This design comes from an exercise in tuning for small area and a short achievable clock period on the open sky130 flow, not from production work.
At most, simulation tests tie the RTL to the original design; equivalence was not proved.
Power figures rest on the tool's default switching activity, not on a simulated workload.

## ALU_TOP
module ALU_TOP (
  input  wire [15:0] A, B,
  input  wire [3:0]  ALU_FUN,
  input  wire        CLK,
  input  wire        RST,
  output reg  [31:0] ARITH_OUT,
  output reg  [15:0] LOGIC_OUT,
  output wire [15:0] CMP_OUT,
  output reg  [15:0] SHIFT_OUT,
  output reg         CMP_FLAG, CARRY_OUT, LOGIC_FLAG, SHIFT_FLAG, ARITH_FLAG
);
Size: roughly 17000 um^2 of cells after synthesis.
==> flow/config.mk <==
export PLATFORM = sky130hd
export DESIGN_NAME = ALU_TOP
export DESIGN_NICKNAME = ALU_TOP
export VERILOG_FILES = /design/flow/design.v
export SDC_FILE = /design/flow/constraint.sdc
export NUM_CORES = 4
export LEC_CHECK = 0
export ABC_AREA = 1
export CAP_MARGIN = 20
export CORE_MARGIN = 2
export CORE_UTILIZATION = 40
export SLEW_MARGIN = 20
==> flow/constraint.sdc <==
create_clock -name core_clock -period 130.0 [get_ports {CLK}]
set_input_delay 26.0000 -clock core_clock [delete_from_list [all_inputs] [get_ports {CLK}]]
set_output_delay 26.0000 -clock core_clock [all_outputs]
set_load 0.01 [all_outputs]
standard.sh (not shown) runs the stock make flow with config.mk's settings and CLKGATE_MAP_FILE= SYNTH_SCRIPT=/design/flow/synth_recipe.tcl, a recipe that flattens the netlist after the stock synthesis.
==> flow/flow/run.sh <==
#!/bin/bash
# Own layout flow: the standard synthesis, then a netlist pass that moves
# full adders to the polarity that needs the fewest inverters (flow/polfix.py),
# then the standard layout from floorplan to finish, with the resizer's
# setup repair asked to keep a margin below the clock period.
set -euo pipefail
R=orfs/results/${FLOW_PLATFORM}/ALU_TOP/base
bash standard.sh synth > run_synth.log 2>&1
cp "$R/1_2_yosys.v" polfix_in.v
python3 flow/polfix.py polfix_in.v polfix_out.v > polfix.log 2>&1
cp polfix_out.v "$R/1_2_yosys.v"
touch "$R/1_2_yosys.v"
export SETUP_SLACK_MARGIN=$(cat flow/setup_margin.txt)
bash standard.sh finish > run_layout.log 2>&1
==> flow/flow/setup_margin.txt <==
80
Other scripts of this flow, unchanged in this note and not shown: flow/flow/polfix.py
Rerun with:
==> flow/flow/setup_margin.txt (replaced) <==
90
Utilization went up by 5.0 points; setup slack is better by 270 ps; global-route usage went up by 3.8 points.
No functional check of the RTL was part of any run of this note.

---

ALU_TOP, a different RTL version from the one above (not shown whole).
Size in the first run: about 2200 cells after synthesis, ~120 I/O pins, about 0.017 mm² of cells after synthesis.
// ALU_TOP
module ALU_TOP (
  input  wire [15:0] A, B,
  input  wire [3:0]  ALU_FUN,
  input  wire        CLK,
  input  wire        RST,
  output reg  [31:0] ARITH_OUT,
  output reg  [15:0] LOGIC_OUT,
  output wire [15:0] CMP_OUT,
  output reg  [15:0] SHIFT_OUT,
  output reg         CMP_FLAG, CARRY_OUT, LOGIC_FLAG, SHIFT_FLAG, ARITH_FLAG
);
==> flow/config.mk <==
export PLATFORM = sky130hd
export DESIGN_NAME = ALU_TOP
export DESIGN_NICKNAME = ALU_TOP
export VERILOG_FILES = /design/flow/design.v
export SDC_FILE = /design/flow/constraint.sdc
export NUM_CORES = 4
export LEC_CHECK = 0
export ABC_AREA = 1
export CAP_MARGIN = 20
export CORE_MARGIN = 2
export CORE_UTILIZATION = 40
export SLEW_MARGIN = 20
==> flow/constraint.sdc <==
create_clock -name core_clock -period 130.0 [get_ports {CLK}]
set_input_delay 26.0000 -clock core_clock [delete_from_list [all_inputs] [get_ports {CLK}]]
set_output_delay 26.0000 -clock core_clock [all_outputs]
set_load 0.01 [all_outputs]
==> flow/flow/setup_margin.txt <==
0
Scripts as last shown in full above: flow/flow/run.sh
Other scripts of this flow, unchanged in this note and not shown: flow/flow/polfix.py
The baseline completed with no timing, DRC or antenna violations.
Next try:
==> flow/flow/setup_margin.txt (replaced) <==
40
- hold slack does not change
- sequential power hardly moves
- die area is unchanged
- cell area does not change
- wire length stays the same
- synthesized cell count stays the same
- worst setup slack is unchanged
- area after synthesis does not change
- critical path depth is unchanged
- total power does not change

---

ALU_TOP, a different RTL version from the one above (not shown whole).
Size: about 120 I/O pins, about 16000 um2 of cells after synthesis.
==> flow/config.mk <==
export PLATFORM = sky130hd
export DESIGN_NAME = ALU_TOP
export DESIGN_NICKNAME = ALU_TOP
export VERILOG_FILES = /design/flow/design.v
export SDC_FILE = /design/flow/constraint.sdc
export NUM_CORES = 4
export LEC_CHECK = 0
export ABC_AREA = 1
export CAP_MARGIN = 20
export CORE_MARGIN = 2
export CORE_UTILIZATION = 40
export SLEW_MARGIN = 20
==> flow/constraint.sdc <==
create_clock -name core_clock -period 130.0 [get_ports {CLK}]
set_input_delay 26.0000 -clock core_clock [delete_from_list [all_inputs] [get_ports {CLK}]]
set_output_delay 26.0000 -clock core_clock [all_outputs]
set_load 0.01 [all_outputs]
==> flow/flow/run.sh <==
#!/bin/bash
# Own layout flow: the standard synthesis, then a netlist pass that moves
# full adders to the polarity that needs the fewest inverters (flow/polfix.py),
# then the standard layout from floorplan to finish.  flow/env.sh sets the
# resizer's setup margin (how far below the clock period its repair aims) and
# any other ORFS variables for the layout steps.
set -euo pipefail
R=orfs/results/${FLOW_PLATFORM}/ALU_TOP/base
bash standard.sh synth > run_synth.log 2>&1
cp "$R/1_2_yosys.v" polfix_in.v
python3 flow/polfix.py polfix_in.v polfix_out.v > polfix.log 2>&1
cp polfix_out.v "$R/1_2_yosys.v"
touch "$R/1_2_yosys.v"
source flow/env.sh
bash standard.sh finish > run_layout.log 2>&1
==> flow/flow/env.sh <==
export SETUP_SLACK_MARGIN=75
export REMOVE_ABC_BUFFERS=1
Other scripts of this flow, unchanged in this note and not shown: flow/flow/polfix.py
The baseline produced a clean layout.
==> next run, changes <==
==> flow/flow/run.sh (replaced) <==
#!/bin/bash
# Own layout flow: the standard synthesis, then a netlist pass that moves
# full adders to the polarity that needs the fewest inverters (flow/polfix.py),
# then the standard layout from floorplan to finish, with the resizer's
# setup repair asked to keep a margin below the clock period.
set -euo pipefail
R=orfs/results/${FLOW_PLATFORM}/ALU_TOP/base
bash standard.sh synth > run_synth.log 2>&1
cp "$R/1_2_yosys.v" polfix_in.v
python3 flow/polfix.py polfix_in.v polfix_out.v > polfix.log 2>&1
cp polfix_out.v "$R/1_2_yosys.v"
touch "$R/1_2_yosys.v"
export SETUP_SLACK_MARGIN=$(cat flow/setup_margin.txt)
bash standard.sh finish > run_layout.log 2>&1
==> flow/flow/setup_margin.txt (new file) <==
78
removed: flow/flow/env.sh
Result: Die area does not change. Cell count went up by about 3.6%. Maximum frequency went up by about 3.6%. Wire length went up by about 11%. Via count went up by about 5%. Cell area went up by about 9%. Clock-buffer cell count stays the same. Global-route usage barely changes. Power went up by 5.5%. Non-clock buffer count went up by 92.
==> next run, changes <==
==> flow/flow/run.sh (replaced) <==
#!/bin/bash
# Own layout flow: the standard synthesis, then a netlist pass that moves
# full adders to the polarity that needs the fewest inverters (flow/polfix.py),
# then the standard layout from floorplan to finish.  flow/env.sh sets the
# resizer's setup margin (how far below the clock period its repair aims) and
# any other ORFS variables for the layout steps.
set -euo pipefail
R=orfs/results/${FLOW_PLATFORM}/ALU_TOP/base
bash standard.sh synth > run_synth.log 2>&1
cp "$R/1_2_yosys.v" polfix_in.v
python3 flow/polfix.py polfix_in.v polfix_out.v > polfix.log 2>&1
cp polfix_out.v "$R/1_2_yosys.v"
touch "$R/1_2_yosys.v"
source flow/env.sh
bash standard.sh finish > run_layout.log 2>&1
==> flow/flow/env.sh (new file) <==
export SETUP_SLACK_MARGIN=75
Settings changed: CAP_MARGIN 20 to 5, SLEW_MARGIN 20 to 5.
removed: flow/flow/setup_margin.txt
Cell count decreases by 3.8%.
Sequential share of layout area increases by 0.83 points.
Synthesized cell count stays the same.
Count of clock-buffer cells in the layout does not change.
==> next run, changes <==
==> flow/flow/env.sh (replaced) <==
export SETUP_SLACK_MARGIN=75
export BUFFER_PORTS_ARGS="-buffer_cell sky130_fd_sc_hd__buf_1"
Settings changed: CAP_MARGIN 5 to 20, SLEW_MARGIN 5 to 20.
The changed run went through all stages and came out clean.
Setup slack gets better by 0.22 ns.
Synthesized area stays the same.
Sequential share of layout area went up by 0.41 points.
First-iteration DRC count went down by 5.3%.
Synthesized cell count stays the same.
==> next run, changes <==
==> flow/flow/run.sh (replaced) <==
#!/bin/bash
# Own layout flow: the standard synthesis, then a netlist pass that moves
# full adders to the polarity that needs the fewest inverters (flow/polfix.py),
# then the standard layout from floorplan to finish, with the resizer's
# setup repair asked to keep a margin below the clock period.
set -euo pipefail
R=orfs/results/${FLOW_PLATFORM}/ALU_TOP/base
bash standard.sh synth > run_synth.log 2>&1
cp "$R/1_2_yosys.v" polfix_in.v
python3 flow/polfix.py polfix_in.v polfix_out.v > polfix.log 2>&1
cp polfix_out.v "$R/1_2_yosys.v"
touch "$R/1_2_yosys.v"
export SETUP_SLACK_MARGIN=$(cat flow/setup_margin.txt)
bash standard.sh finish > run_layout.log 2>&1
==> flow/flow/setup_margin.txt (new file) <==
75
removed: flow/flow/env.sh
Outcome: Sequential power hardly moves; clock power hardly moves; cell area rises by 4.4%; clock-buffer cell count is unchanged; wire length went up by 1.5%; maximum frequency is lower by 0.41%; global-route usage climbs by 0.19 points; synthesized cell count does not change; core utilization rose by 1.9 points; critical path depth is unchanged; die area stays the same.

---

== v6 ==
ALU_TOP with an RTL version that a note above also has.
For scale: roughly 2500 cells after synthesis, about 120 I/O pins, ~18000 um2 of cells after synthesis.
==> flow/config.mk <==
export PLATFORM = sky130hd
export DESIGN_NAME = ALU_TOP
export DESIGN_NICKNAME = ALU_TOP
export VERILOG_FILES = /design/flow/design.v
export SDC_FILE = /design/flow/constraint.sdc
export NUM_CORES = 4
export LEC_CHECK = 0
export ABC_AREA = 1
export CAP_MARGIN = 20
export CORE_MARGIN = 2
export CORE_UTILIZATION = 65
export SLEW_MARGIN = 20
==> flow/constraint.sdc <==
create_clock -name core_clock -period 130.0 [get_ports {CLK}]
set_input_delay 26.0000 -clock core_clock [delete_from_list [all_inputs] [get_ports {CLK}]]
set_output_delay 26.0000 -clock core_clock [all_outputs]
set_load 0.01 [all_outputs]
run.sh (not shown) runs the stock make flow with config.mk's settings and CLKGATE_MAP_FILE= SYNTH_SCRIPT=/design/flow/synth_recipe.tcl, a recipe that flattens the netlist after the stock synthesis.
Stock flow here: none of the scripts above is used.
v6 was carried through to the last stage, and its layout satisfied the timing, DRC and antenna checks.
What v7 does differently from v6 at the input level:
# v6
export LEC_CHECK = 0
export ABC_AREA = 1
export CAP_MARGIN = 20
export CORE_MARGIN = 2
export CORE_UTILIZATION = 65
export SLEW_MARGIN = 20
create_clock -name core_clock -period 130.0 [get_ports {CLK}]
# v7
export LEC_CHECK = 0
export ABC_AREA = 1
export CAP_MARGIN = 20
export CORE_MARGIN = 2
export CORE_UTILIZATION = 40
export SLEW_MARGIN = 20
create_clock -name core_clock -period 130.0 [get_ports {CLK}]
### Flow results
Looking at v7 and v6, the portion of the clock cycle consumed by the worst path in the final layout is a wash. Compared v7 vs v6, and design area is up in v7. Going from v6 to v7, sequential power share shrinks by 0.3 points. Going from v6 to v7, core utilization fell 27 points; final total power rose 1.9%; initial antenna violation count went up by 3; worst hold slack went up by 0.045 ns. In the tables for v7 and v6, non-clock buffering overhead in the final layout reads lower with v7. Any difference in fraction of area in clock buffers and inverters between v7 and v6 is small enough to ignore. Looking at setup slack at placement, v7 sits 0.29 ns below v6.

---

ALU_TOP with an RTL version that a note above also has.
Size: about 120 I/O pins, about 0.016 sq mm of cells after synthesis.
export LEC_CHECK = 0
export ABC_AREA = 1
export CAP_MARGIN = 20
export CORE_MARGIN = 2
export CORE_UTILIZATION = 40
export SLEW_MARGIN = 20
create_clock -name core_clock -period 130.0 [get_ports {CLK}]
standard.sh (not shown) runs the stock make flow with config.mk's settings and CLKGATE_MAP_FILE= SYNTH_SCRIPT=/design/flow/synth_recipe.tcl, a recipe that flattens the netlist after the stock synthesis.
==> flow/flow/run.sh <==
#!/bin/bash
# Own layout flow: the standard synthesis, then a netlist pass that moves
# full adders to the polarity that needs the fewest inverters (flow/polfix.py),
# then the standard layout from floorplan to finish.  flow/env.sh sets the
# resizer's setup margin (how far below the clock period its repair aims) and
# any other ORFS variables for the layout steps.
set -euo pipefail
R=orfs/results/${FLOW_PLATFORM}/ALU_TOP/base
bash standard.sh synth > run_synth.log 2>&1
cp "$R/1_2_yosys.v" polfix_in.v
python3 flow/polfix.py polfix_in.v polfix_out.v > polfix.log 2>&1
cp polfix_out.v "$R/1_2_yosys.v"
touch "$R/1_2_yosys.v"
source flow/env.sh
bash standard.sh finish > run_layout.log 2>&1
==> flow/flow/env.sh <==
export SETUP_SLACK_MARGIN=75
export BUFFER_PORTS_ARGS="-buffer_cell sky130_fd_sc_hd__buf_1"
Other scripts of this flow, unchanged in this note and not shown: flow/flow/polfix.py
Next try:
==> flow/flow/env.sh (replaced) <==
export SETUP_SLACK_MARGIN=77
export TNS_END_PERCENT=0
export BUFFER_PORTS_ARGS="-buffer_cell sky130_fd_sc_hd__buf_1"
After rerunning: The changed run passed the timing, DRC and antenna checks; die area stays the same; routed wire length rose by about 2.4%; synthesized cell count is unchanged; final area rose by 3.9%; fmax rose by 2.6%; area after synthesis is unchanged; sequential share of layout area fell by 0.37 points.

[afterwards: timing with drivers on the ports]
The results above use ideal ports. As a check the final layouts listed here were re-extracted and re-timed, cells and wires unchanged.
Step 1, drivers: a clkbuf_16 drives CLK and a buf_2 each remaining input, both assumed.
Step 2 also shifts input and output timing later by t, the mid clock arrival at the registers, as if the neighbouring blocks saw the same clock.
Slacks: ideal / step 1 / step 2; pairs: ideal / step 1.
run	t (ns)	slack for setup (ns)	hold WS [ns]	latest minus earliest clock arrival (ns)	cell pins on the clock port's net
the first run of note 1	0.432	80.873 / 80.894 / 80.462	25.761 / 25.742 / 26.174	0.017 / 0.017	1
the second run of note 1	0.448	81.144 / 81.156 / 80.708	25.649 / 25.634 / 26.082	0.028 / 0.028	1
the first run of note 2	0.442	74.090 / 74.120 / 73.678	25.594 / 25.576 / 26.018	0.026 / 0.026	1
the second run of note 2	0.442	74.090 / 74.120 / 73.678	25.594 / 25.576 / 26.018	0.026 / 0.026	1
the first run of note 3	0.443	77.404 / 77.432 / 76.989	25.545 / 25.515 / 25.958	0.022 / 0.022	1
the second run of note 3	0.411	79.227 / 79.245 / 78.834	25.754 / 25.736 / 26.148	0.015 / 0.015	1
the third run of note 3	0.406	77.369 / 77.387 / 76.981	25.754 / 25.738 / 26.144	0.015 / 0.015	1
the fourth run of note 3	0.404	77.585 / 77.603 / 77.199	25.763 / 25.740 / 26.145	0.015 / 0.015	1
the fifth run of note 3	0.405	77.366 / 77.387 / 76.981	25.760 / 25.744 / 26.149	0.015 / 0.015	1
v6	0.418	74.315 / 74.345 / 73.927	25.610 / 25.583 / 26.001	0.012 / 0.012	1
v7	0.436	74.170 / 74.204 / 73.767	25.656 / 25.635 / 26.072	0.020 / 0.019	1
the first run of note 5	0.431	77.507 / 77.540 / 77.109	25.460 / 25.429 / 25.860	0.022 / 0.022	1
the second run of note 5	0.431	78.830 / 78.856 / 78.425	25.459 / 25.428 / 25.860	0.023 / 0.023	1
After both steps every run listed still meets setup and hold. The setup slack of the second run of note 1, which loses most, moves by +0.012 ns with the drivers and by -0.436 ns with both steps.
